This is an optimization exercise on Yosys and OpenROAD, whose aim is small area and a short achievable clock period, not a production implementation.
No run shown here included a check of the RTL's function; only the layout flow was run.
Power figures rest on the tool's default switching activity, not on a simulated workload.

===== design.v =====
module ALU_TOP #(parameter Width = 16)
(
  input  [Width-1:0] A,
  input  [Width-1:0] B,
  input  [3:0]       ALU_FUN,
  input              CLK,
  input              RST,
  output [Width-1:0] Arith_OUT,
  output             Arith_Flag,
  output             Carry_OUT,
  output [Width-1:0] Logic_Out,
  output             Logic_Flag,
  output [Width-1:0] CMP_OUT,
  output             CMP_Flag,
  output             Shift_Flag,
  output [Width-1:0] Shift_OUT
);
  wire mul1 = (ALU_FUN == 4'b0010);
  wire div1 = (ALU_FUN == 4'b0011);
  wire s1 = ~ALU_FUN[2] & (ALU_FUN[0] | ALU_FUN[3]);
  wire [15:0] bx1 = B ^ {16{s1}};
  wire [16:0] bz1;
  assign bz1[0] = 1'b1;
  wire bz1_l0_1 = ~B[14] & ~B[15];
  wire bz1_l0_3 = ~B[12] & ~B[13];
  wire bz1_l0_5 = ~B[10] & ~B[11];
  wire bz1_l0_7 = ~B[8] & ~B[9];
  wire bz1_l0_9 = ~B[6] & ~B[7];
  wire bz1_l0_11 = ~B[4] & ~B[5];
  wire bz1_l0_13 = ~B[2] & ~B[3];
  wire bz1_l0_15 = ~B[0] & ~B[1];
  wire bz1_l1_2 = ~B[13] & bz1_l0_1;
  wire bz1_l1_3 = bz1_l0_3 & bz1_l0_1;
  wire bz1_l1_6 = ~B[9] & bz1_l0_5;
  wire bz1_l1_7 = bz1_l0_7 & bz1_l0_5;
  wire bz1_l1_10 = ~B[5] & bz1_l0_9;
  wire bz1_l1_11 = bz1_l0_11 & bz1_l0_9;
  wire bz1_l1_14 = ~B[1] & bz1_l0_13;
  wire bz1_l1_15 = bz1_l0_15 & bz1_l0_13;
  wire bz1_l2_4 = ~B[11] & bz1_l1_3;
  wire bz1_l2_5 = bz1_l0_5 & bz1_l1_3;
  wire bz1_l2_6 = bz1_l1_6 & bz1_l1_3;
  wire bz1_l2_7 = bz1_l1_7 & bz1_l1_3;
  wire bz1_l2_12 = ~B[3] & bz1_l1_11;
  wire bz1_l2_13 = bz1_l0_13 & bz1_l1_11;
  wire bz1_l2_14 = bz1_l1_14 & bz1_l1_11;
  wire bz1_l2_15 = bz1_l1_15 & bz1_l1_11;
  wire bz1_l3_8 = ~B[7] & bz1_l2_7;
  wire bz1_l3_9 = bz1_l0_9 & bz1_l2_7;
  wire bz1_l3_10 = bz1_l1_10 & bz1_l2_7;
  wire bz1_l3_11 = bz1_l1_11 & bz1_l2_7;
  wire bz1_l3_12 = bz1_l2_12 & bz1_l2_7;
  wire bz1_l3_13 = bz1_l2_13 & bz1_l2_7;
  wire bz1_l3_14 = bz1_l2_14 & bz1_l2_7;
  wire bz1_l3_15 = bz1_l2_15 & bz1_l2_7;
  assign bz1[1] = ~B[15];
  assign bz1[2] = bz1_l0_1;
  assign bz1[3] = bz1_l1_2;
  assign bz1[4] = bz1_l1_3;
  assign bz1[5] = bz1_l2_4;
  assign bz1[6] = bz1_l2_5;
  assign bz1[7] = bz1_l2_6;
  assign bz1[8] = bz1_l2_7;
  assign bz1[9] = bz1_l3_8;
  assign bz1[10] = bz1_l3_9;
  assign bz1[11] = bz1_l3_10;
  assign bz1[12] = bz1_l3_11;
  assign bz1[13] = bz1_l3_12;
  assign bz1[14] = bz1_l3_13;
  assign bz1[15] = bz1_l3_14;
  assign bz1[16] = bz1_l3_15;
  wire r15_a = A[15] & ~mul1;
  wire [0:0] r15_t = r15_a;
  wire [1:0] r15_k;
  wire [0:0] r15_s;
  assign r15_k[0] = s1;
  assign r15_s[0] = r15_t[0] ^ bx1[0] ^ r15_k[0];
  assign r15_k[1] = (r15_t[0] & bx1[0]) | (r15_k[0] & (r15_t[0] ^ bx1[0]));
  wire r15_c = r15_k[1];
  wire r15_sel = (mul1 & A[15]) | (div1 & bz1[15] & r15_c);
  wire [0:0] r15_r = r15_sel ? r15_s : r15_t;
  wire r14_a = A[14] & ~mul1;
  wire [1:0] r14_t = {r15_r[0:0], r14_a};
  wire [2:0] r14_k;
  wire [1:0] r14_s;
  assign r14_k[0] = s1;
  assign r14_s[0] = r14_t[0] ^ bx1[0] ^ r14_k[0];
  assign r14_k[1] = (r14_t[0] & bx1[0]) | (r14_k[0] & (r14_t[0] ^ bx1[0]));
  assign r14_s[1] = r14_t[1] ^ bx1[1] ^ r14_k[1];
  assign r14_k[2] = (r14_t[1] & bx1[1]) | (r14_k[1] & (r14_t[1] ^ bx1[1]));
  wire r14_c = r14_k[2];
  wire r14_sel = (mul1 & A[14]) | (div1 & bz1[14] & r14_c);
  wire [1:0] r14_r = r14_sel ? r14_s : r14_t;
  wire r13_a = A[13] & ~mul1;
  wire [2:0] r13_t = {r14_r[1:0], r13_a};
  wire [3:0] r13_k;
  wire [2:0] r13_s;
  assign r13_k[0] = s1;
  assign r13_s[0] = r13_t[0] ^ bx1[0] ^ r13_k[0];
  assign r13_k[1] = (r13_t[0] & bx1[0]) | (r13_k[0] & (r13_t[0] ^ bx1[0]));
  assign r13_s[1] = r13_t[1] ^ bx1[1] ^ r13_k[1];
  assign r13_k[2] = (r13_t[1] & bx1[1]) | (r13_k[1] & (r13_t[1] ^ bx1[1]));
  assign r13_s[2] = r13_t[2] ^ bx1[2] ^ r13_k[2];
  assign r13_k[3] = (r13_t[2] & bx1[2]) | (r13_k[2] & (r13_t[2] ^ bx1[2]));
  wire r13_c = r13_k[3];
  wire r13_sel = (mul1 & A[13]) | (div1 & bz1[13] & r13_c);
  wire [2:0] r13_r = r13_sel ? r13_s : r13_t;
  wire r12_a = A[12] & ~mul1;
  wire [3:0] r12_t = {r13_r[2:0], r12_a};
  wire [4:0] r12_k;
  wire [3:0] r12_s;
  assign r12_k[0] = s1;
  assign r12_s[0] = r12_t[0] ^ bx1[0] ^ r12_k[0];
  assign r12_k[1] = (r12_t[0] & bx1[0]) | (r12_k[0] & (r12_t[0] ^ bx1[0]));
  assign r12_s[1] = r12_t[1] ^ bx1[1] ^ r12_k[1];
  assign r12_k[2] = (r12_t[1] & bx1[1]) | (r12_k[1] & (r12_t[1] ^ bx1[1]));
  assign r12_s[2] = r12_t[2] ^ bx1[2] ^ r12_k[2];
  assign r12_k[3] = (r12_t[2] & bx1[2]) | (r12_k[2] & (r12_t[2] ^ bx1[2]));
  assign r12_s[3] = r12_t[3] ^ bx1[3] ^ r12_k[3];
  assign r12_k[4] = (r12_t[3] & bx1[3]) | (r12_k[3] & (r12_t[3] ^ bx1[3]));
  wire r12_c = r12_k[4];
  wire r12_sel = (mul1 & A[12]) | (div1 & bz1[12] & r12_c);
  wire [3:0] r12_r = r12_sel ? r12_s : r12_t;
  wire r11_a = A[11] & ~mul1;
  wire [4:0] r11_t = {r12_r[3:0], r11_a};
  wire [5:0] r11_k;
  wire [4:0] r11_s;
  assign r11_k[0] = s1;
  assign r11_s[0] = r11_t[0] ^ bx1[0] ^ r11_k[0];
  assign r11_k[1] = (r11_t[0] & bx1[0]) | (r11_k[0] & (r11_t[0] ^ bx1[0]));
  assign r11_s[1] = r11_t[1] ^ bx1[1] ^ r11_k[1];
  assign r11_k[2] = (r11_t[1] & bx1[1]) | (r11_k[1] & (r11_t[1] ^ bx1[1]));
  assign r11_s[2] = r11_t[2] ^ bx1[2] ^ r11_k[2];
  assign r11_k[3] = (r11_t[2] & bx1[2]) | (r11_k[2] & (r11_t[2] ^ bx1[2]));
  assign r11_s[3] = r11_t[3] ^ bx1[3] ^ r11_k[3];
  assign r11_k[4] = (r11_t[3] & bx1[3]) | (r11_k[3] & (r11_t[3] ^ bx1[3]));
  assign r11_s[4] = r11_t[4] ^ bx1[4] ^ r11_k[4];
  assign r11_k[5] = (r11_t[4] & bx1[4]) | (r11_k[4] & (r11_t[4] ^ bx1[4]));
  wire r11_c = r11_k[5];
  wire r11_sel = (mul1 & A[11]) | (div1 & bz1[11] & r11_c);
  wire [4:0] r11_r = r11_sel ? r11_s : r11_t;
  wire r10_a = A[10] & ~mul1;
  wire [5:0] r10_t = {r11_r[4:0], r10_a};
  wire [6:0] r10_k;
  wire [5:0] r10_s;
  assign r10_k[0] = s1;
  assign r10_s[0] = r10_t[0] ^ bx1[0] ^ r10_k[0];
  assign r10_k[1] = (r10_t[0] & bx1[0]) | (r10_k[0] & (r10_t[0] ^ bx1[0]));
  assign r10_s[1] = r10_t[1] ^ bx1[1] ^ r10_k[1];
  assign r10_k[2] = (r10_t[1] & bx1[1]) | (r10_k[1] & (r10_t[1] ^ bx1[1]));
  assign r10_s[2] = r10_t[2] ^ bx1[2] ^ r10_k[2];
  assign r10_k[3] = (r10_t[2] & bx1[2]) | (r10_k[2] & (r10_t[2] ^ bx1[2]));
  assign r10_s[3] = r10_t[3] ^ bx1[3] ^ r10_k[3];
  assign r10_k[4] = (r10_t[3] & bx1[3]) | (r10_k[3] & (r10_t[3] ^ bx1[3]));
  assign r10_s[4] = r10_t[4] ^ bx1[4] ^ r10_k[4];
  assign r10_k[5] = (r10_t[4] & bx1[4]) | (r10_k[4] & (r10_t[4] ^ bx1[4]));
  assign r10_s[5] = r10_t[5] ^ bx1[5] ^ r10_k[5];
  assign r10_k[6] = (r10_t[5] & bx1[5]) | (r10_k[5] & (r10_t[5] ^ bx1[5]));
  wire r10_c = r10_k[6];
  wire r10_sel = (mul1 & A[10]) | (div1 & bz1[10] & r10_c);
  wire [5:0] r10_r = r10_sel ? r10_s : r10_t;
  wire r9_a = A[9] & ~mul1;
  wire [6:0] r9_t = {r10_r[5:0], r9_a};
  wire [6:0] r9_p = r9_t ^ bx1[6:0];
  wire [6:0] r9_g = r9_t & bx1[6:0];
  wire r9_G1 = r9_g[0] | (r9_p[0] & s1);
  wire r9_G2 = r9_g[2] | (r9_p[2] & r9_g[1]);
  wire r9_P2 = r9_p[2] & r9_p[1];
  wire r9_G3 = r9_g[4] | (r9_p[4] & r9_g[3]);
  wire r9_P3 = r9_p[4] & r9_p[3];
  wire r9_G4 = r9_g[6] | (r9_p[6] & r9_g[5]);
  wire r9_P4 = r9_p[6] & r9_p[5];
  wire r9_G5 = r9_G2 | (r9_P2 & r9_G1);
  wire r9_G6 = r9_G4 | (r9_P4 & r9_G3);
  wire r9_P6 = r9_P4 & r9_P3;
  wire r9_G7 = r9_G6 | (r9_P6 & r9_G5);
  wire r9_G8 = r9_G3 | (r9_P3 & r9_G5);
  wire r9_G9 = r9_g[1] | (r9_p[1] & r9_G1);
  wire r9_G10 = r9_g[3] | (r9_p[3] & r9_G5);
  wire r9_G11 = r9_g[5] | (r9_p[5] & r9_G8);
  wire [6:0] r9_s;
  assign r9_s[0] = r9_p[0] ^ s1;
  assign r9_s[1] = r9_p[1] ^ r9_G1;
  assign r9_s[2] = r9_p[2] ^ r9_G9;
  assign r9_s[3] = r9_p[3] ^ r9_G5;
  assign r9_s[4] = r9_p[4] ^ r9_G10;
  assign r9_s[5] = r9_p[5] ^ r9_G8;
  assign r9_s[6] = r9_p[6] ^ r9_G11;
  wire r9_c = r9_G7;
  wire r9_sel = (mul1 & A[9]) | (div1 & bz1[9] & r9_c);
  wire [6:0] r9_r = r9_sel ? r9_s : r9_t;
  wire r8_a = A[8] & ~mul1;
  wire [7:0] r8_t = {r9_r[6:0], r8_a};
  wire [7:0] r8_p = r8_t ^ bx1[7:0];
  wire [7:0] r8_g = r8_t & bx1[7:0];
  wire r8_G1 = r8_g[0] | (r8_p[0] & s1);
  wire r8_G2 = r8_g[2] | (r8_p[2] & r8_g[1]);
  wire r8_P2 = r8_p[2] & r8_p[1];
  wire r8_G3 = r8_g[4] | (r8_p[4] & r8_g[3]);
  wire r8_P3 = r8_p[4] & r8_p[3];
  wire r8_G4 = r8_g[6] | (r8_p[6] & r8_g[5]);
  wire r8_P4 = r8_p[6] & r8_p[5];
  wire r8_G5 = r8_G2 | (r8_P2 & r8_G1);
  wire r8_G6 = r8_G4 | (r8_P4 & r8_G3);
  wire r8_P6 = r8_P4 & r8_P3;
  wire r8_G7 = r8_G6 | (r8_P6 & r8_G5);
  wire r8_G8 = r8_G3 | (r8_P3 & r8_G5);
  wire r8_G9 = r8_g[1] | (r8_p[1] & r8_G1);
  wire r8_G10 = r8_g[3] | (r8_p[3] & r8_G5);
  wire r8_G11 = r8_g[5] | (r8_p[5] & r8_G8);
  wire r8_G12 = r8_g[7] | (r8_p[7] & r8_G7);
  wire [7:0] r8_s;
  assign r8_s[0] = r8_p[0] ^ s1;
  assign r8_s[1] = r8_p[1] ^ r8_G1;
  assign r8_s[2] = r8_p[2] ^ r8_G9;
  assign r8_s[3] = r8_p[3] ^ r8_G5;
  assign r8_s[4] = r8_p[4] ^ r8_G10;
  assign r8_s[5] = r8_p[5] ^ r8_G8;
  assign r8_s[6] = r8_p[6] ^ r8_G11;
  assign r8_s[7] = r8_p[7] ^ r8_G7;
  wire r8_c = r8_G12;
  wire r8_sel = (mul1 & A[8]) | (div1 & bz1[8] & r8_c);
  wire [7:0] r8_r = r8_sel ? r8_s : r8_t;
  wire r7_a = A[7] & ~mul1;
  wire [8:0] r7_t = {r8_r[7:0], r7_a};
  wire [8:0] r7_p = r7_t ^ bx1[8:0];
  wire [8:0] r7_g = r7_t & bx1[8:0];
  wire r7_G1 = r7_g[0] | (r7_p[0] & s1);
  wire r7_G2 = r7_g[2] | (r7_p[2] & r7_g[1]);
  wire r7_P2 = r7_p[2] & r7_p[1];
  wire r7_G3 = r7_g[4] | (r7_p[4] & r7_g[3]);
  wire r7_P3 = r7_p[4] & r7_p[3];
  wire r7_G4 = r7_g[6] | (r7_p[6] & r7_g[5]);
  wire r7_P4 = r7_p[6] & r7_p[5];
  wire r7_G5 = r7_g[8] | (r7_p[8] & r7_g[7]);
  wire r7_P5 = r7_p[8] & r7_p[7];
  wire r7_G6 = r7_G2 | (r7_P2 & r7_G1);
  wire r7_G7 = r7_G4 | (r7_P4 & r7_G3);
  wire r7_P7 = r7_P4 & r7_P3;
  wire r7_G8 = r7_G7 | (r7_P7 & r7_G6);
  wire r7_G9 = r7_G3 | (r7_P3 & r7_G6);
  wire r7_G10 = r7_G5 | (r7_P5 & r7_G8);
  wire r7_G11 = r7_g[1] | (r7_p[1] & r7_G1);
  wire r7_G12 = r7_g[3] | (r7_p[3] & r7_G6);
  wire r7_G13 = r7_g[5] | (r7_p[5] & r7_G9);
  wire r7_G14 = r7_g[7] | (r7_p[7] & r7_G8);
  wire [8:0] r7_s;
  assign r7_s[0] = r7_p[0] ^ s1;
  assign r7_s[1] = r7_p[1] ^ r7_G1;
  assign r7_s[2] = r7_p[2] ^ r7_G11;
  assign r7_s[3] = r7_p[3] ^ r7_G6;
  assign r7_s[4] = r7_p[4] ^ r7_G12;
  assign r7_s[5] = r7_p[5] ^ r7_G9;
  assign r7_s[6] = r7_p[6] ^ r7_G13;
  assign r7_s[7] = r7_p[7] ^ r7_G8;
  assign r7_s[8] = r7_p[8] ^ r7_G14;
  wire r7_c = r7_G10;
  wire r7_sel = (mul1 & A[7]) | (div1 & bz1[7] & r7_c);
  wire [8:0] r7_r = r7_sel ? r7_s : r7_t;
  wire r6_a = A[6] & ~mul1;
  wire [9:0] r6_t = {r7_r[8:0], r6_a};
  wire [9:0] r6_p = r6_t ^ bx1[9:0];
  wire [9:0] r6_g = r6_t & bx1[9:0];
  wire r6_G1 = r6_g[0] | (r6_p[0] & s1);
  wire r6_G2 = r6_g[2] | (r6_p[2] & r6_g[1]);
  wire r6_P2 = r6_p[2] & r6_p[1];
  wire r6_G3 = r6_g[4] | (r6_p[4] & r6_g[3]);
  wire r6_P3 = r6_p[4] & r6_p[3];
  wire r6_G4 = r6_g[6] | (r6_p[6] & r6_g[5]);
  wire r6_P4 = r6_p[6] & r6_p[5];
  wire r6_G5 = r6_g[8] | (r6_p[8] & r6_g[7]);
  wire r6_P5 = r6_p[8] & r6_p[7];
  wire r6_G6 = r6_G2 | (r6_P2 & r6_G1);
  wire r6_G7 = r6_G4 | (r6_P4 & r6_G3);
  wire r6_P7 = r6_P4 & r6_P3;
  wire r6_G8 = r6_G7 | (r6_P7 & r6_G6);
  wire r6_G9 = r6_G3 | (r6_P3 & r6_G6);
  wire r6_G10 = r6_G5 | (r6_P5 & r6_G8);
  wire r6_G11 = r6_g[1] | (r6_p[1] & r6_G1);
  wire r6_G12 = r6_g[3] | (r6_p[3] & r6_G6);
  wire r6_G13 = r6_g[5] | (r6_p[5] & r6_G9);
  wire r6_G14 = r6_g[7] | (r6_p[7] & r6_G8);
  wire r6_G15 = r6_g[9] | (r6_p[9] & r6_G10);
  wire [9:0] r6_s;
  assign r6_s[0] = r6_p[0] ^ s1;
  assign r6_s[1] = r6_p[1] ^ r6_G1;
  assign r6_s[2] = r6_p[2] ^ r6_G11;
  assign r6_s[3] = r6_p[3] ^ r6_G6;
  assign r6_s[4] = r6_p[4] ^ r6_G12;
  assign r6_s[5] = r6_p[5] ^ r6_G9;
  assign r6_s[6] = r6_p[6] ^ r6_G13;
  assign r6_s[7] = r6_p[7] ^ r6_G8;
  assign r6_s[8] = r6_p[8] ^ r6_G14;
  assign r6_s[9] = r6_p[9] ^ r6_G10;
  wire r6_c = r6_G15;
  wire r6_sel = (mul1 & A[6]) | (div1 & bz1[6] & r6_c);
  wire [9:0] r6_r = r6_sel ? r6_s : r6_t;
  reg [15:0]   BXr;   
  reg [5:0]  Alo;
  reg [9:0] Rr;    
  reg [15:6]   Qr;
  reg [1:0]    Fr;
  reg fA, fL, fC, fS;
  always @(posedge CLK) begin
    BXr <= bx1;
    Alo <= A[5:0];
    Rr  <= r6_r;
    Qr  <= {r15_sel, r14_sel, r13_sel, r12_sel, r11_sel, r10_sel, r9_sel, r8_sel, r7_sel, r6_sel};
    Fr  <= ALU_FUN[1:0];
  end
  always @(posedge CLK or negedge RST) begin
    if (!RST) begin
      fA <= 1'b0; fL <= 1'b0; fC <= 1'b0; fS <= 1'b0;
    end else begin
      fA <= (ALU_FUN[3:2] == 2'b00);
      fL <= (ALU_FUN[3:2] == 2'b01);
      fC <= (ALU_FUN[3:2] == 2'b10);
      fS <= (ALU_FUN[3:2] == 2'b11);
    end
  end
  wire add2 = fA & (Fr == 2'b00);
  wire sub2 = fA & (Fr == 2'b01);
  wire mul2 = fA & (Fr == 2'b10);
  wire div2 = fA & (Fr == 2'b11);
  wire sr = Fr[0] | fC;
  wire [16:0] bz2;
  assign bz2[0] = 1'b1;
  wire bz2_l0_1 = BXr[14] & BXr[15];
  wire bz2_l0_3 = BXr[12] & BXr[13];
  wire bz2_l0_5 = BXr[10] & BXr[11];
  wire bz2_l0_7 = BXr[8] & BXr[9];
  wire bz2_l0_9 = BXr[6] & BXr[7];
  wire bz2_l0_11 = BXr[4] & BXr[5];
  wire bz2_l0_13 = BXr[2] & BXr[3];
  wire bz2_l0_15 = BXr[0] & BXr[1];
  wire bz2_l1_2 = BXr[13] & bz2_l0_1;
  wire bz2_l1_3 = bz2_l0_3 & bz2_l0_1;
  wire bz2_l1_6 = BXr[9] & bz2_l0_5;
  wire bz2_l1_7 = bz2_l0_7 & bz2_l0_5;
  wire bz2_l1_10 = BXr[5] & bz2_l0_9;
  wire bz2_l1_11 = bz2_l0_11 & bz2_l0_9;
  wire bz2_l1_14 = BXr[1] & bz2_l0_13;
  wire bz2_l1_15 = bz2_l0_15 & bz2_l0_13;
  wire bz2_l2_4 = BXr[11] & bz2_l1_3;
  wire bz2_l2_5 = bz2_l0_5 & bz2_l1_3;
  wire bz2_l2_6 = bz2_l1_6 & bz2_l1_3;
  wire bz2_l2_7 = bz2_l1_7 & bz2_l1_3;
  wire bz2_l2_12 = BXr[3] & bz2_l1_11;
  wire bz2_l2_13 = bz2_l0_13 & bz2_l1_11;
  wire bz2_l2_14 = bz2_l1_14 & bz2_l1_11;
  wire bz2_l2_15 = bz2_l1_15 & bz2_l1_11;
  wire bz2_l3_8 = BXr[7] & bz2_l2_7;
  wire bz2_l3_9 = bz2_l0_9 & bz2_l2_7;
  wire bz2_l3_10 = bz2_l1_10 & bz2_l2_7;
  wire bz2_l3_11 = bz2_l1_11 & bz2_l2_7;
  wire bz2_l3_12 = bz2_l2_12 & bz2_l2_7;
  wire bz2_l3_13 = bz2_l2_13 & bz2_l2_7;
  wire bz2_l3_14 = bz2_l2_14 & bz2_l2_7;
  wire bz2_l3_15 = bz2_l2_15 & bz2_l2_7;
  assign bz2[1] = BXr[15];
  assign bz2[2] = bz2_l0_1;
  assign bz2[3] = bz2_l1_2;
  assign bz2[4] = bz2_l1_3;
  assign bz2[5] = bz2_l2_4;
  assign bz2[6] = bz2_l2_5;
  assign bz2[7] = bz2_l2_6;
  assign bz2[8] = bz2_l2_7;
  assign bz2[9] = bz2_l3_8;
  assign bz2[10] = bz2_l3_9;
  assign bz2[11] = bz2_l3_10;
  assign bz2[12] = bz2_l3_11;
  assign bz2[13] = bz2_l3_12;
  assign bz2[14] = bz2_l3_13;
  assign bz2[15] = bz2_l3_14;
  assign bz2[16] = bz2_l3_15;
  wire [15:0] Alo16 = {10'b0, Alo};
  wire r5_a = Alo16[5] & ~mul2;
  wire [10:0] r5_t = {Rr[9:0], r5_a};
  wire [10:0] r5_p = r5_t ^ BXr[10:0];
  wire [10:0] r5_g = r5_t & BXr[10:0];
  wire r5_G1 = r5_g[0] | (r5_p[0] & sr);
  wire r5_G2 = r5_g[2] | (r5_p[2] & r5_g[1]);
  wire r5_P2 = r5_p[2] & r5_p[1];
  wire r5_G3 = r5_g[4] | (r5_p[4] & r5_g[3]);
  wire r5_P3 = r5_p[4] & r5_p[3];
  wire r5_G4 = r5_g[6] | (r5_p[6] & r5_g[5]);
  wire r5_P4 = r5_p[6] & r5_p[5];
  wire r5_G5 = r5_g[8] | (r5_p[8] & r5_g[7]);
  wire r5_P5 = r5_p[8] & r5_p[7];
  wire r5_G6 = r5_g[10] | (r5_p[10] & r5_g[9]);
  wire r5_P6 = r5_p[10] & r5_p[9];
  wire r5_G7 = r5_G2 | (r5_P2 & r5_G1);
  wire r5_G8 = r5_G4 | (r5_P4 & r5_G3);
  wire r5_P8 = r5_P4 & r5_P3;
  wire r5_G9 = r5_G6 | (r5_P6 & r5_G5);
  wire r5_P9 = r5_P6 & r5_P5;
  wire r5_G10 = r5_G8 | (r5_P8 & r5_G7);
  wire r5_G11 = r5_G9 | (r5_P9 & r5_G10);
  wire r5_G12 = r5_G3 | (r5_P3 & r5_G7);
  wire r5_G13 = r5_G5 | (r5_P5 & r5_G10);
  wire r5_G14 = r5_g[1] | (r5_p[1] & r5_G1);
  wire r5_G15 = r5_g[3] | (r5_p[3] & r5_G7);
  wire r5_G16 = r5_g[5] | (r5_p[5] & r5_G12);
  wire r5_G17 = r5_g[7] | (r5_p[7] & r5_G10);
  wire r5_G18 = r5_g[9] | (r5_p[9] & r5_G13);
  wire [10:0] r5_s;
  assign r5_s[0] = r5_p[0] ^ sr;
  assign r5_s[1] = r5_p[1] ^ r5_G1;
  assign r5_s[2] = r5_p[2] ^ r5_G14;
  assign r5_s[3] = r5_p[3] ^ r5_G7;
  assign r5_s[4] = r5_p[4] ^ r5_G15;
  assign r5_s[5] = r5_p[5] ^ r5_G12;
  assign r5_s[6] = r5_p[6] ^ r5_G16;
  assign r5_s[7] = r5_p[7] ^ r5_G10;
  assign r5_s[8] = r5_p[8] ^ r5_G17;
  assign r5_s[9] = r5_p[9] ^ r5_G13;
  assign r5_s[10] = r5_p[10] ^ r5_G18;
  wire r5_c = r5_G11;
  wire r5_sel = (mul2 & Alo16[5]) | (div2 & bz2[5] & r5_c);
  wire [10:0] r5_r = r5_sel ? r5_s : r5_t;
  wire r4_a = Alo16[4] & ~mul2;
  wire [11:0] r4_t = {r5_r[10:0], r4_a};
  wire [11:0] r4_p = r4_t ^ BXr[11:0];
  wire [11:0] r4_g = r4_t & BXr[11:0];
  wire r4_G1 = r4_g[0] | (r4_p[0] & sr);
  wire r4_G2 = r4_g[2] | (r4_p[2] & r4_g[1]);
  wire r4_P2 = r4_p[2] & r4_p[1];
  wire r4_G3 = r4_g[4] | (r4_p[4] & r4_g[3]);
  wire r4_P3 = r4_p[4] & r4_p[3];
  wire r4_G4 = r4_g[6] | (r4_p[6] & r4_g[5]);
  wire r4_P4 = r4_p[6] & r4_p[5];
  wire r4_G5 = r4_g[8] | (r4_p[8] & r4_g[7]);
  wire r4_P5 = r4_p[8] & r4_p[7];
  wire r4_G6 = r4_g[10] | (r4_p[10] & r4_g[9]);
  wire r4_P6 = r4_p[10] & r4_p[9];
  wire r4_G7 = r4_G2 | (r4_P2 & r4_G1);
  wire r4_G8 = r4_G4 | (r4_P4 & r4_G3);
  wire r4_P8 = r4_P4 & r4_P3;
  wire r4_G9 = r4_G6 | (r4_P6 & r4_G5);
  wire r4_P9 = r4_P6 & r4_P5;
  wire r4_G10 = r4_G8 | (r4_P8 & r4_G7);
  wire r4_G11 = r4_G9 | (r4_P9 & r4_G10);
  wire r4_G12 = r4_G3 | (r4_P3 & r4_G7);
  wire r4_G13 = r4_G5 | (r4_P5 & r4_G10);
  wire r4_G14 = r4_g[1] | (r4_p[1] & r4_G1);
  wire r4_G15 = r4_g[3] | (r4_p[3] & r4_G7);
  wire r4_G16 = r4_g[5] | (r4_p[5] & r4_G12);
  wire r4_G17 = r4_g[7] | (r4_p[7] & r4_G10);
  wire r4_G18 = r4_g[9] | (r4_p[9] & r4_G13);
  wire r4_G19 = r4_g[11] | (r4_p[11] & r4_G11);
  wire [11:0] r4_s;
  assign r4_s[0] = r4_p[0] ^ sr;
  assign r4_s[1] = r4_p[1] ^ r4_G1;
  assign r4_s[2] = r4_p[2] ^ r4_G14;
  assign r4_s[3] = r4_p[3] ^ r4_G7;
  assign r4_s[4] = r4_p[4] ^ r4_G15;
  assign r4_s[5] = r4_p[5] ^ r4_G12;
  assign r4_s[6] = r4_p[6] ^ r4_G16;
  assign r4_s[7] = r4_p[7] ^ r4_G10;
  assign r4_s[8] = r4_p[8] ^ r4_G17;
  assign r4_s[9] = r4_p[9] ^ r4_G13;
  assign r4_s[10] = r4_p[10] ^ r4_G18;
  assign r4_s[11] = r4_p[11] ^ r4_G11;
  wire r4_c = r4_G19;
  wire r4_sel = (mul2 & Alo16[4]) | (div2 & bz2[4] & r4_c);
  wire [11:0] r4_r = r4_sel ? r4_s : r4_t;
  wire r3_a = Alo16[3] & ~mul2;
  wire [12:0] r3_t = {r4_r[11:0], r3_a};
  wire [12:0] r3_p = r3_t ^ BXr[12:0];
  wire [12:0] r3_g = r3_t & BXr[12:0];
  wire r3_G1 = r3_g[0] | (r3_p[0] & sr);
  wire r3_G2 = r3_g[2] | (r3_p[2] & r3_g[1]);
  wire r3_P2 = r3_p[2] & r3_p[1];
  wire r3_G3 = r3_g[4] | (r3_p[4] & r3_g[3]);
  wire r3_P3 = r3_p[4] & r3_p[3];
  wire r3_G4 = r3_g[6] | (r3_p[6] & r3_g[5]);
  wire r3_P4 = r3_p[6] & r3_p[5];
  wire r3_G5 = r3_g[8] | (r3_p[8] & r3_g[7]);
  wire r3_P5 = r3_p[8] & r3_p[7];
  wire r3_G6 = r3_g[10] | (r3_p[10] & r3_g[9]);
  wire r3_P6 = r3_p[10] & r3_p[9];
  wire r3_G7 = r3_g[12] | (r3_p[12] & r3_g[11]);
  wire r3_P7 = r3_p[12] & r3_p[11];
  wire r3_G8 = r3_G2 | (r3_P2 & r3_G1);
  wire r3_G9 = r3_G4 | (r3_P4 & r3_G3);
  wire r3_P9 = r3_P4 & r3_P3;
  wire r3_G10 = r3_G6 | (r3_P6 & r3_G5);
  wire r3_P10 = r3_P6 & r3_P5;
  wire r3_G11 = r3_G9 | (r3_P9 & r3_G8);
  wire r3_G12 = r3_G10 | (r3_P10 & r3_G11);
  wire r3_G13 = r3_G3 | (r3_P3 & r3_G8);
  wire r3_G14 = r3_G5 | (r3_P5 & r3_G11);
  wire r3_G15 = r3_G7 | (r3_P7 & r3_G12);
  wire r3_G16 = r3_g[1] | (r3_p[1] & r3_G1);
  wire r3_G17 = r3_g[3] | (r3_p[3] & r3_G8);
  wire r3_G18 = r3_g[5] | (r3_p[5] & r3_G13);
  wire r3_G19 = r3_g[7] | (r3_p[7] & r3_G11);
  wire r3_G20 = r3_g[9] | (r3_p[9] & r3_G14);
  wire r3_G21 = r3_g[11] | (r3_p[11] & r3_G12);
  wire [12:0] r3_s;
  assign r3_s[0] = r3_p[0] ^ sr;
  assign r3_s[1] = r3_p[1] ^ r3_G1;
  assign r3_s[2] = r3_p[2] ^ r3_G16;
  assign r3_s[3] = r3_p[3] ^ r3_G8;
  assign r3_s[4] = r3_p[4] ^ r3_G17;
  assign r3_s[5] = r3_p[5] ^ r3_G13;
  assign r3_s[6] = r3_p[6] ^ r3_G18;
  assign r3_s[7] = r3_p[7] ^ r3_G11;
  assign r3_s[8] = r3_p[8] ^ r3_G19;
  assign r3_s[9] = r3_p[9] ^ r3_G14;
  assign r3_s[10] = r3_p[10] ^ r3_G20;
  assign r3_s[11] = r3_p[11] ^ r3_G12;
  assign r3_s[12] = r3_p[12] ^ r3_G21;
  wire r3_c = r3_G15;
  wire r3_sel = (mul2 & Alo16[3]) | (div2 & bz2[3] & r3_c);
  wire [12:0] r3_r = r3_sel ? r3_s : r3_t;
  wire r2_a = Alo16[2] & ~mul2;
  wire [13:0] r2_t = {r3_r[12:0], r2_a};
  wire [13:0] r2_p = r2_t ^ BXr[13:0];
  wire [13:0] r2_g = r2_t & BXr[13:0];
  wire r2_G1 = r2_g[0] | (r2_p[0] & sr);
  wire r2_G2 = r2_g[2] | (r2_p[2] & r2_g[1]);
  wire r2_P2 = r2_p[2] & r2_p[1];
  wire r2_G3 = r2_g[4] | (r2_p[4] & r2_g[3]);
  wire r2_P3 = r2_p[4] & r2_p[3];
  wire r2_G4 = r2_g[6] | (r2_p[6] & r2_g[5]);
  wire r2_P4 = r2_p[6] & r2_p[5];
  wire r2_G5 = r2_g[8] | (r2_p[8] & r2_g[7]);
  wire r2_P5 = r2_p[8] & r2_p[7];
  wire r2_G6 = r2_g[10] | (r2_p[10] & r2_g[9]);
  wire r2_P6 = r2_p[10] & r2_p[9];
  wire r2_G7 = r2_g[12] | (r2_p[12] & r2_g[11]);
  wire r2_P7 = r2_p[12] & r2_p[11];
  wire r2_G8 = r2_G2 | (r2_P2 & r2_G1);
  wire r2_G9 = r2_G4 | (r2_P4 & r2_G3);
  wire r2_P9 = r2_P4 & r2_P3;
  wire r2_G10 = r2_G6 | (r2_P6 & r2_G5);
  wire r2_P10 = r2_P6 & r2_P5;
  wire r2_G11 = r2_G9 | (r2_P9 & r2_G8);
  wire r2_G12 = r2_G10 | (r2_P10 & r2_G11);
  wire r2_G13 = r2_G3 | (r2_P3 & r2_G8);
  wire r2_G14 = r2_G5 | (r2_P5 & r2_G11);
  wire r2_G15 = r2_G7 | (r2_P7 & r2_G12);
  wire r2_G16 = r2_g[1] | (r2_p[1] & r2_G1);
  wire r2_G17 = r2_g[3] | (r2_p[3] & r2_G8);
  wire r2_G18 = r2_g[5] | (r2_p[5] & r2_G13);
  wire r2_G19 = r2_g[7] | (r2_p[7] & r2_G11);
  wire r2_G20 = r2_g[9] | (r2_p[9] & r2_G14);
  wire r2_G21 = r2_g[11] | (r2_p[11] & r2_G12);
  wire r2_G22 = r2_g[13] | (r2_p[13] & r2_G15);
  wire [13:0] r2_s;
  assign r2_s[0] = r2_p[0] ^ sr;
  assign r2_s[1] = r2_p[1] ^ r2_G1;
  assign r2_s[2] = r2_p[2] ^ r2_G16;
  assign r2_s[3] = r2_p[3] ^ r2_G8;
  assign r2_s[4] = r2_p[4] ^ r2_G17;
  assign r2_s[5] = r2_p[5] ^ r2_G13;
  assign r2_s[6] = r2_p[6] ^ r2_G18;
  assign r2_s[7] = r2_p[7] ^ r2_G11;
  assign r2_s[8] = r2_p[8] ^ r2_G19;
  assign r2_s[9] = r2_p[9] ^ r2_G14;
  assign r2_s[10] = r2_p[10] ^ r2_G20;
  assign r2_s[11] = r2_p[11] ^ r2_G12;
  assign r2_s[12] = r2_p[12] ^ r2_G21;
  assign r2_s[13] = r2_p[13] ^ r2_G15;
  wire r2_c = r2_G22;
  wire r2_sel = (mul2 & Alo16[2]) | (div2 & bz2[2] & r2_c);
  wire [13:0] r2_r = r2_sel ? r2_s : r2_t;
  wire r1_a = Alo16[1] & ~mul2;
  wire [14:0] r1_t = {r2_r[13:0], r1_a};
  wire [14:0] r1_p = r1_t ^ BXr[14:0];
  wire [14:0] r1_g = r1_t & BXr[14:0];
  wire r1_G1 = r1_g[0] | (r1_p[0] & sr);
  wire r1_G2 = r1_g[2] | (r1_p[2] & r1_g[1]);
  wire r1_P2 = r1_p[2] & r1_p[1];
  wire r1_G3 = r1_g[4] | (r1_p[4] & r1_g[3]);
  wire r1_P3 = r1_p[4] & r1_p[3];
  wire r1_G4 = r1_g[6] | (r1_p[6] & r1_g[5]);
  wire r1_P4 = r1_p[6] & r1_p[5];
  wire r1_G5 = r1_g[8] | (r1_p[8] & r1_g[7]);
  wire r1_P5 = r1_p[8] & r1_p[7];
  wire r1_G6 = r1_g[10] | (r1_p[10] & r1_g[9]);
  wire r1_P6 = r1_p[10] & r1_p[9];
  wire r1_G7 = r1_g[12] | (r1_p[12] & r1_g[11]);
  wire r1_P7 = r1_p[12] & r1_p[11];
  wire r1_G8 = r1_g[14] | (r1_p[14] & r1_g[13]);
  wire r1_P8 = r1_p[14] & r1_p[13];
  wire r1_G9 = r1_G2 | (r1_P2 & r1_G1);
  wire r1_G10 = r1_G4 | (r1_P4 & r1_G3);
  wire r1_P10 = r1_P4 & r1_P3;
  wire r1_G11 = r1_G6 | (r1_P6 & r1_G5);
  wire r1_P11 = r1_P6 & r1_P5;
  wire r1_G12 = r1_G8 | (r1_P8 & r1_G7);
  wire r1_P12 = r1_P8 & r1_P7;
  wire r1_G13 = r1_G10 | (r1_P10 & r1_G9);
  wire r1_G14 = r1_G12 | (r1_P12 & r1_G11);
  wire r1_P14 = r1_P12 & r1_P11;
  wire r1_G15 = r1_G14 | (r1_P14 & r1_G13);
  wire r1_G16 = r1_G11 | (r1_P11 & r1_G13);
  wire r1_G17 = r1_G3 | (r1_P3 & r1_G9);
  wire r1_G18 = r1_G5 | (r1_P5 & r1_G13);
  wire r1_G19 = r1_G7 | (r1_P7 & r1_G16);
  wire r1_G20 = r1_g[1] | (r1_p[1] & r1_G1);
  wire r1_G21 = r1_g[3] | (r1_p[3] & r1_G9);
  wire r1_G22 = r1_g[5] | (r1_p[5] & r1_G17);
  wire r1_G23 = r1_g[7] | (r1_p[7] & r1_G13);
  wire r1_G24 = r1_g[9] | (r1_p[9] & r1_G18);
  wire r1_G25 = r1_g[11] | (r1_p[11] & r1_G16);
  wire r1_G26 = r1_g[13] | (r1_p[13] & r1_G19);
  wire [14:0] r1_s;
  assign r1_s[0] = r1_p[0] ^ sr;
  assign r1_s[1] = r1_p[1] ^ r1_G1;
  assign r1_s[2] = r1_p[2] ^ r1_G20;
  assign r1_s[3] = r1_p[3] ^ r1_G9;
  assign r1_s[4] = r1_p[4] ^ r1_G21;
  assign r1_s[5] = r1_p[5] ^ r1_G17;
  assign r1_s[6] = r1_p[6] ^ r1_G22;
  assign r1_s[7] = r1_p[7] ^ r1_G13;
  assign r1_s[8] = r1_p[8] ^ r1_G23;
  assign r1_s[9] = r1_p[9] ^ r1_G18;
  assign r1_s[10] = r1_p[10] ^ r1_G24;
  assign r1_s[11] = r1_p[11] ^ r1_G16;
  assign r1_s[12] = r1_p[12] ^ r1_G25;
  assign r1_s[13] = r1_p[13] ^ r1_G19;
  assign r1_s[14] = r1_p[14] ^ r1_G26;
  wire r1_c = r1_G15;
  wire r1_sel = (mul2 & Alo16[1]) | (div2 & bz2[1] & r1_c);
  wire [14:0] r1_r = r1_sel ? r1_s : r1_t;
  wire r0_a = Alo16[0] & ~mul2;
  wire [15:0] r0_t = {r1_r[14:0], r0_a};
  wire [15:0] r0_p = r0_t ^ BXr[15:0];
  wire [15:0] r0_g = r0_t & BXr[15:0];
  wire r0_G1 = r0_g[0] | (r0_p[0] & sr);
  wire r0_G2 = r0_g[2] | (r0_p[2] & r0_g[1]);
  wire r0_P2 = r0_p[2] & r0_p[1];
  wire r0_G3 = r0_g[4] | (r0_p[4] & r0_g[3]);
  wire r0_P3 = r0_p[4] & r0_p[3];
  wire r0_G4 = r0_g[6] | (r0_p[6] & r0_g[5]);
  wire r0_P4 = r0_p[6] & r0_p[5];
  wire r0_G5 = r0_g[8] | (r0_p[8] & r0_g[7]);
  wire r0_P5 = r0_p[8] & r0_p[7];
  wire r0_G6 = r0_g[10] | (r0_p[10] & r0_g[9]);
  wire r0_P6 = r0_p[10] & r0_p[9];
  wire r0_G7 = r0_g[12] | (r0_p[12] & r0_g[11]);
  wire r0_P7 = r0_p[12] & r0_p[11];
  wire r0_G8 = r0_g[14] | (r0_p[14] & r0_g[13]);
  wire r0_P8 = r0_p[14] & r0_p[13];
  wire r0_G9 = r0_G2 | (r0_P2 & r0_G1);
  wire r0_G10 = r0_G4 | (r0_P4 & r0_G3);
  wire r0_P10 = r0_P4 & r0_P3;
  wire r0_G11 = r0_G6 | (r0_P6 & r0_G5);
  wire r0_P11 = r0_P6 & r0_P5;
  wire r0_G12 = r0_G8 | (r0_P8 & r0_G7);
  wire r0_P12 = r0_P8 & r0_P7;
  wire r0_G13 = r0_G10 | (r0_P10 & r0_G9);
  wire r0_G14 = r0_G12 | (r0_P12 & r0_G11);
  wire r0_P14 = r0_P12 & r0_P11;
  wire r0_G15 = r0_G14 | (r0_P14 & r0_G13);
  wire r0_G16 = r0_G11 | (r0_P11 & r0_G13);
  wire r0_G17 = r0_G3 | (r0_P3 & r0_G9);
  wire r0_G18 = r0_G5 | (r0_P5 & r0_G13);
  wire r0_G19 = r0_G7 | (r0_P7 & r0_G16);
  wire r0_G20 = r0_g[1] | (r0_p[1] & r0_G1);
  wire r0_G21 = r0_g[3] | (r0_p[3] & r0_G9);
  wire r0_G22 = r0_g[5] | (r0_p[5] & r0_G17);
  wire r0_G23 = r0_g[7] | (r0_p[7] & r0_G13);
  wire r0_G24 = r0_g[9] | (r0_p[9] & r0_G18);
  wire r0_G25 = r0_g[11] | (r0_p[11] & r0_G16);
  wire r0_G26 = r0_g[13] | (r0_p[13] & r0_G19);
  wire r0_G27 = r0_g[15] | (r0_p[15] & r0_G15);
  wire [15:0] r0_s;
  assign r0_s[0] = r0_p[0] ^ sr;
  assign r0_s[1] = r0_p[1] ^ r0_G1;
  assign r0_s[2] = r0_p[2] ^ r0_G20;
  assign r0_s[3] = r0_p[3] ^ r0_G9;
  assign r0_s[4] = r0_p[4] ^ r0_G21;
  assign r0_s[5] = r0_p[5] ^ r0_G17;
  assign r0_s[6] = r0_p[6] ^ r0_G22;
  assign r0_s[7] = r0_p[7] ^ r0_G13;
  assign r0_s[8] = r0_p[8] ^ r0_G23;
  assign r0_s[9] = r0_p[9] ^ r0_G18;
  assign r0_s[10] = r0_p[10] ^ r0_G24;
  assign r0_s[11] = r0_p[11] ^ r0_G16;
  assign r0_s[12] = r0_p[12] ^ r0_G25;
  assign r0_s[13] = r0_p[13] ^ r0_G19;
  assign r0_s[14] = r0_p[14] ^ r0_G26;
  assign r0_s[15] = r0_p[15] ^ r0_G15;
  wire r0_c = r0_G27;
  wire r0_sel = (mul2 & Alo16[0]) | (div2 & bz2[0] & r0_c) | add2 | sub2;
  wire r0_rsel = (mul2 & Alo16[0]) | add2 | sub2;
  wire [15:0] r0_r = r0_rsel ? r0_s : r0_t;
  wire [15:0] Ar = {Rr, Alo};    
  assign Arith_OUT  = div2 ? {Qr, r5_sel, r4_sel, r3_sel, r2_sel, r1_sel, r0_sel} : (fA ? r0_r : 16'b0);
  assign Arith_Flag = fA;
  assign Carry_OUT  = add2 & r0_c;
  reg [15:0] lo;    
  always @(*) begin
    case (Fr)
      2'b00: lo = Ar & BXr;
      2'b01: lo = Ar | BXr;
      2'b10: lo = ~(Ar & BXr);
      default: lo = ~(Ar | BXr);
    endcase
  end
  assign Logic_Out  = fL ? lo : 16'b0;
  assign Logic_Flag = fL;
  wire eq = &(r0_t ^ BXr);
  wire ge = r0_c;
  wire gt = ge & ~eq;
  wire lt = ~ge;
  wire [1:0] cmp = (Fr == 2'b01) ? {1'b0, eq} :
                   (Fr == 2'b10) ? {gt, 1'b0} :
                   (Fr == 2'b11) ? {lt, lt} : 2'b00;
  assign CMP_OUT  = {14'b0, fC ? cmp : 2'b00};
  assign CMP_Flag = fC;
  reg [15:0] sh;
  always @(*) begin
    case (Fr)
      2'b00: sh = Ar >> 1;
      2'b01: sh = Ar << 1;
      2'b10: sh = BXr >> 1;      
      default: sh = BXr << 1;
    endcase
  end
  assign Shift_OUT  = fS ? sh : 16'b0;
  assign Shift_Flag = fS;
endmodule

===== flow/run.sh =====
#!/bin/bash
# The standard layout, with two changes: synthesis leaves the adders to abc
# (no full/half-adder cells are extracted; registers are untouched), and the
# ports are buffered with the smallest buffer.
export BUFFER_PORTS_ARGS="-buffer_cell sky130_fd_sc_hd__buf_1"
bash standard.sh ADDER_MAP_FILE= finish > standard.log 2>&1

===== standard.sh =====
#!/bin/bash
# synth_recipe.tcl (not shown) runs the flow's synth.tcl, then flattens the netlist and writes it again
# the make line also repeats each setting of config.mk as NAME=value (left out here)
make -C /OpenROAD-flow-scripts/flow DESIGN_CONFIG=/design/flow/config.mk WORK_HOME=/design/flow/orfs CLKGATE_MAP_FILE= SYNTH_SCRIPT=/design/flow/synth_recipe.tcl "${@:-finish}"

===== config.mk =====
export PLATFORM = sky130hd
export DESIGN_NAME = ALU_TOP
export DESIGN_NICKNAME = ALU_TOP
export VERILOG_FILES = /design/flow/design.v
export SDC_FILE = /design/flow/constraint.sdc
export NUM_CORES = 4
export LEC_CHECK = 0
export ABC_AREA = 1
export CAP_MARGIN = 20
export CORE_MARGIN = 2
export CORE_UTILIZATION = 40
export CTS_BUF_LIST = sky130_fd_sc_hd__clkbuf_8
export SLEW_MARGIN = 20

===== constraint.sdc =====
create_clock -name core_clock -period 32.0 [get_ports {CLK}]
set_input_delay 6.4000 -clock core_clock [delete_from_list [all_inputs] [get_ports {CLK}]]
set_output_delay 6.4000 -clock core_clock [all_outputs]
set_load 0.01 [all_outputs]

==> results.ini, run 1 <==
[status]
status = no timing/DRC/antenna violations

[synthesis]
synth.top_cells.by_area = nand2_1 25%, nand3_1 12%, dfxtp_1 8.4%, inv_1 7.9%, xor2_1 6.4%
synth.avg_cell_area_sq_um = 5.281
synthCells = 1992
synth-edff-count = 0
yosysUniqueCellTypes = 63
yosysTopAreaCell = nand2_1
synth_flop_cell = dfxtp_1
seq_area_frac_synth_pct = 9.324
yosys_warnings = 1
synth_top_area_share_pct = 25.05
synthArstFlopShare_pct = 8.333
synth.ff_latch_count = 48
synth_area_sq_mm = 0.01052

[worst_setup_path]
crit_arrival_ns = 13.11
path_delay_family = simple AND/OR/NAND/NOR gates
startpoint = Fr[0]
worst-setup-path-type = register to primary output
crit_end = Carry_OUT
required_ns = 25.60
cpMaxStageDelayCell = nor2_1
cp_common_cell = nand2_1
path_max_fanout = 39
slowest_delay_ns = 0.66
end_kind = primary output
path_buf_inv = 6
startpoint_type = register
crit_cells = 76

[finish]
fill_cells = 2992
final_cell_mix = 702 x nand2_1, 258 x nand3_1, 222 x inv_1
layout_commonest_cell = nand2_1
syn2layout_area_growth_pct = 5.090
fin_util_pct = 42.67
seqCellArea_sq_um = 980.9
layout-drive-gt1-share_pct = 10.88
multi_input_area_sq_mm = 0.008153
antenna_cells = 0
nets = 2087

[hold_path]
hold_class = input pin to asynchronous set/reset pin

[clock_network]
postCtsSetupBuffers = 0
ctsHoldBuffers = 0
post_cts_resized = 0
clock_path_buffers = 2
htree_levels = 2
clk_pin_slew_worst_paths_ns = 0.09
tritoncts = yes
cts-root-buf = clkbuf_8
numCtsBuffers = 5
clock-sinks = 48

[floorplanning]
num_io_pins = 107
start_util_pct = 40.60
core_sq_mm = 0.02591
die_w_microns = 166.2
fp.dieH_microns = 166.2
fp.dieArea_sq_mm = 0.02761
row_count = 59

[routing]
ant_nets = 0
dr_total_vias = 12500
via_per_inst = 5.240
routedWlPerCell_microns = 15.64
drc_errors = 0
wl_mm = 37.29
drtIter0Drc = 954
first_pass_iters = 6

[grt]
grt_max_degree = 44
grt_pass1_vias = 11230
grtUsageTotal_pct = 26.11
antenna_found_initial = 0
grt_pass1_wl_mm = 58.88
grt_overflow = 0

[power_and_ir_drop]
p_per_area_mw_per_mm2 = 38.90
ir_worst_vdd_uv = 17.08
p_leak_nw = 6.166

[sta]
relSlewSlack_pct = 27.24
min_period_ns = 19.51
rsz0062_at_grt = false
final_max_slew_viol_count = 0
fin_crit_sh_pct = 60.97
max_freq_mhz = 51.25
setup_viol = 0
hold_slack_ns = 5.905
hold_viol_final = 0
tightest_slew_ns = 1.088
fin_setup_tns_ns = 0

[placement]
place.port_buffers = 92
dpl.hpwl_mm = 31.15
gp_congestion = 0.9700

[run]
max-cap-violations = 0

-- power by group --
group	switching (mW)	internal [mW]	total (mW)
Clock	0.0218	0.0256	0.0473
Combinational	0.204	0.100	0.304
Sequential	0.0134	0.0651	0.0785
-- how the worst min path moves through the flow --
stage / slack [ns] / endpoint / startpoint / depth (start not counted)
global placement: 6.23 / fC / RST / 1
CTS: 5.90 / fS / RST / 1
finish: 5.91 / fS / RST / 1
global route: 5.90 / fC / RST / 1
floorplan: 6.10 / fA / RST / 0
detailed placement: 6.24 / fS / RST / 1
-- cell type report --
class,instances,share of cell area [%]
clock inverter,2,0.3508
inverter,256,8.760
clock buffer,6,0.7469
tap,335,3.791
sequential,48,8.873
timing repair buffer,101,3.735
multi-input combinational,1637,73.74
-- metrics by stage --
stage / area, sq um / instances / power, mW / setup slack (ns)
final: 11060 / 2385 / 0.4300 / 12.49
after CTS: 11060 / 2385 / 0.4278 / 12.71
after floorplan: 10570 / 2005 / 0.3129 / 17.06
after detailed placement: 10930 / 2377 / 0.3800 / 13.07
after global placement: 10930 / 2377 / 0.3787 / 13.21
after global routing: 11060 / 2385 / 0.4739 / 10.96
-- state kept, by name, indices dropped and copies added, names as in the netlist --
name  count
Alo       6
BXr      16
Fr        2
Qr       10
Rr       10
fA        1
fC        1
fL        1
fS        1
-- metal layers --
metal  vias up  GRT usage, %  share of wire, %
li1       6395             -                 -
met1      5611         33.13                42
met2       432         46.53                49
met3        60         2.050               5.9
met4         0         8.885               3.2
met5         -             0                 0
-- cells by family after synthesis --
family / Yosys count / share of synthesized area, %
xor+xnor: 95 / 8.052
buf+inv: 320 / 13.67
other cells: 1 / 0.03565
compound gates: 234 / 13.20
fa+ha+maj: 2 / 0.1903
mux: 1 / 0.09515
simple gates: 1291 / 55.44
flops: 48 / 9.324
-- synthesized netlist by cell type, drive strengths merged (4+ instances only) --
library cell and count:
a21oi 98, a31oi 4, and2 6, buf 38, clkbuf 26, clkinv 8, dfrtp 4, dfxtp 44
inv 248, nand2 817, nand3 268, nand3b 10, nand4 10, nor2 150, nor3 8, o211ai 11
o21ai 90, o221ai 12, or2 21, xnor2 17, xor2 78
==> inputs of run 2 (changes only) <==
==> flow/run.sh (replaced) <==
#!/bin/bash
# The standard layout (standard.sh, all ORFS steps), with three changes:
# - synthesis leaves the adders to abc (ADDER_MAP_FILE empty: no full/half
#   adder cells are extracted; registers are untouched);
# - the ports are buffered with the smallest buffer (buf_1);
# - repair_timing aims for 14 ns of setup slack, which makes it size up the
#   critical paths although the 32 ns clock is met.
# All of the tools' output goes to standard.log; ORFS's own logs stay under
# orfs/logs.
export BUFFER_PORTS_ARGS="-buffer_cell sky130_fd_sc_hd__buf_1"
bash standard.sh ADDER_MAP_FILE= SETUP_SLACK_MARGIN=14 finish > standard.log 2>&1
==> run 2 against run 1 <==
  * Area after synthesis unchanged
  * Via count up 4.1%
  * First-iteration DRC count up 0.84%
  * Final cell count up 2.0%
  * Global-route usage up 0.15 points
  * Die area unchanged
  * Synthesized cell count unchanged
  * Combinational power up 7.6%
  * Critical endpoint is now Arith_OUT[14]
  * Largest cell class unchanged
==> results.ini, run 2 <==
[status]
status = no timing/DRC/antenna violations

[floorplanning]
fp.dieH_microns = 166.2
core_sq_mm = 0.02591
row_count = 59
num_io_pins = 107
fp.dieArea_sq_mm = 0.02761
start_util_pct = 40.60
die_w_microns = 166.2

[clock_network]
clock-sinks = 48
numCtsBuffers = 5
clk_pin_slew_worst_paths_ns = 0.09
cts-root-buf = clkbuf_8
ctsHoldBuffers = 0
htree_levels = 2
tritoncts = yes
clock_path_buffers = 2

[sta]
tightest_slew_ns = 1.039
relSlewSlack_pct = 30.52
max_freq_mhz = 57.96
fin_setup_tns_ns = 0
rsz0062_at_grt = false
hold_viol_final = 0
min_period_ns = 17.25
setup_viol = 0
final_max_slew_viol_count = 0
fin_crit_sh_pct = 53.91

[worst_setup_path]
startpoint_type = register
crit_arrival_ns = 10.85
cpMaxStageDelayCell = nor2_2
required_ns = 25.60
end_kind = primary output
cp_common_cell = nand2_1
worst-setup-path-type = register to primary output
path_max_fanout = 20
slowest_delay_ns = 0.40

[synthesis]
synthCells = 1992
seq_area_frac_synth_pct = 9.324
ys_top_cells_by_count = 702 x nand2_1, 258 x nand3_1, 222 x inv_1
synth-edff-count = 0
yosysUniqueCellTypes = 63
synth_flop_cell = dfxtp_1
synth_area_sq_mm = 0.01052
yosys_warnings = 1
synth.avg_cell_area_sq_um = 5.281
yosys.cell_count.top_type = nand2_1
yosysTopAreaCell = nand2_1
synth_top_area_share_pct = 25.05
synth.top_cells.by_area = nand2_1 25%, nand3_1 12%, dfxtp_1 8.4%, inv_1 7.9%, xor2_1 6.4%
synth.ff_latch_count = 48
synthArstFlopShare_pct = 8.333

[finish]
fill_cells = 2915
seqCellArea_sq_um = 989.7
antenna_cells = 0
top_regs = BXr (16), Qr (10), Rr (10)
layout-drive-gt1-share_pct = 16.12
layout_commonest_cell = nand2_1
largest_register_ffs = 16
nets = 2134
regMostFlops = BXr
multi_input_area_sq_mm = 0.008607
fin_util_pct = 46.04
final_cell_mix = 677 x nand2_1, 247 x nand3_1, 221 x inv_1
syn2layout_area_growth_pct = 13.40

[power_and_ir_drop]
ir_worst_vdd_uv = 16.94
p_leak_nw = 6.564
p_per_area_mw_per_mm2 = 38.03

[placement]
gp_congestion = 0.9700
place.port_buffers = 92
dpl.hpwl_mm = 31.15

[routing]
wl_met2_mm = 19.31
routedWlPerCell_microns = 16.23
drc_errors = 0
first_pass_iters = 5
wl_met3_mm = 2.258
via_per_inst = 5.350
ant_nets = 0
wl_met1_mm = 16.38
top_layer_used = met4
drtIter0Drc = 962
dr_total_vias = 13010
wl_mm = 39.48

[grt]
grtUsageTotal_pct = 26.26
grt_pass1_wl_mm = 59.17
grt_pass1_vias = 11250
grt_max_degree = 44
grt_overflow = 0
antenna_found_initial = 0

[run]
max-cap-violations = 0

[hold_path]
hold_class = input pin to asynchronous set/reset pin

==> run 2: changes by cell type in the layout (fill, tap and decap cells not counted), moves of 11 or more <==
cell / delta
buf_4: +32
nand2_1: -25
nand2_2: +16
nand2_4: +11
nand3_1: -11
nor2_1: -11
==> run 2: worst max-delay path, delay by kind of cell (launching register included) <==
| family | cells | cell delay (ns) |
|---|---|---|
| AND/OR/NAND/NOR | 70 | 7.83 |
| flip-flops | 1 | 0.39 |
| adder cells (fa/ha/maj) | 1 | 0.36 |
| AO/OA/AOI/OAI | 4 | 0.67 |
| buffers and inverters | 8 | 1.27 |
==> run 2: worst max path at each step <==
stage	end	startpoint	slack, ns	cells past startpoint
5_1_grt	Arith_OUT[14]	Fr[1]	13.90	94
6_report	Arith_OUT[14]	Fr[0]	14.75	83
3_5_place_dp	Carry_OUT	Fr[0]	13.07	76
3_3_place_gp	Carry_OUT	Fr[0]	13.21	78
2_1_floorplan	Carry_OUT	Fr[1]	17.06	89
4_1_cts	Carry_OUT	Fr[1]	14.01	88
==> run 2: where the power goes <==
| part | total [mW] | leakage, nW | switching [mW] | internal (mW) |
|---|---|---|---|---|
| Combinational | 0.327 | 6.08 | 0.217 | 0.110 |
| Clock | 0.0474 | 0.0614 | 0.0218 | 0.0256 |
| Sequential | 0.0790 | 0.420 | 0.0140 | 0.0651 |
==> run 2: final cells by class <==
type	count	share of cell area (%)
multi-input cells	1645	72.14
flip-flops and latches	48	8.296
inverters	256	8.222
repair buffers	140	6.806
well taps	335	3.513
clock buffers	6	0.6922
clock inverters	2	0.3251
==> run 2: metal layers <==
metal  global-route usage (%)  up-vias
met4                    8.960        0
met2                    46.89      496
met5                        0        -
met1                    33.27     5896
met3                    1.978      108
li1                         -     6510
==> run 2: stage by stage <==
step	hold WS, ns	cells	setup WS (ns)	power (mW)	instance area [sq um]
5_1_grt	5.899	2432	13.90	0.4969	11930
2_1_floorplan	6.104	2005	17.06	0.3129	10570
4_1_cts	5.899	2387	14.01	0.4300	11130
6_report	5.902	2432	14.75	0.4537	11930
3_3_place_gp	6.235	2377	13.21	0.3787	10930
3_5_place_dp	6.244	2377	13.07	0.3800	10930
==> run 2: kinds of logic after synthesis <==
kind of cell	after synthesis	synth area share, %
and+or+nand+nor	1291	55.44
buffers and inverters	320	13.67
AOI/OAI and AO/OA	234	13.20
xor gates and xnor gates	95	8.052
DFF	48	9.324
adders and majority gates	2	0.1903
other	1	0.03565
muxes	1	0.09515
==> run 2: what timing repair did <==
item	in CTS	in global routing
setup endpoints to repair	19	30
pin swaps	2	24
resized for setup	17	95
buffers inserted	1	35
cloned	1	10

## separate check: timing with driven ports
The flow's constraints put no driver on any port. The routed layouts listed below were extracted and timed again, unchanged, in two steps.
Step 1, drivers: a clkbuf_16 drives CLK and a buf_2 each remaining input, both assumed.
Step 2, shift: input delay + t, output delay - t, t = (earliest + latest rising clock arrival at the registers) / 2. This alone moves slack from input paths to output paths.
Slacks: ideal ports / drivers / drivers and shift; pairs: ideal ports / drivers.
| run | t (ns) | setup slack, ns | worst slew at a driven data input, ns |
|---|---|---|---|
| run 1 | 0.346 | 12.489 / 12.452 / 12.798 | 0.05 |
| run 2 | 0.344 | 14.748 / 14.712 / 15.055 | 0.05 |
After both steps setup and hold are still met in every run listed.
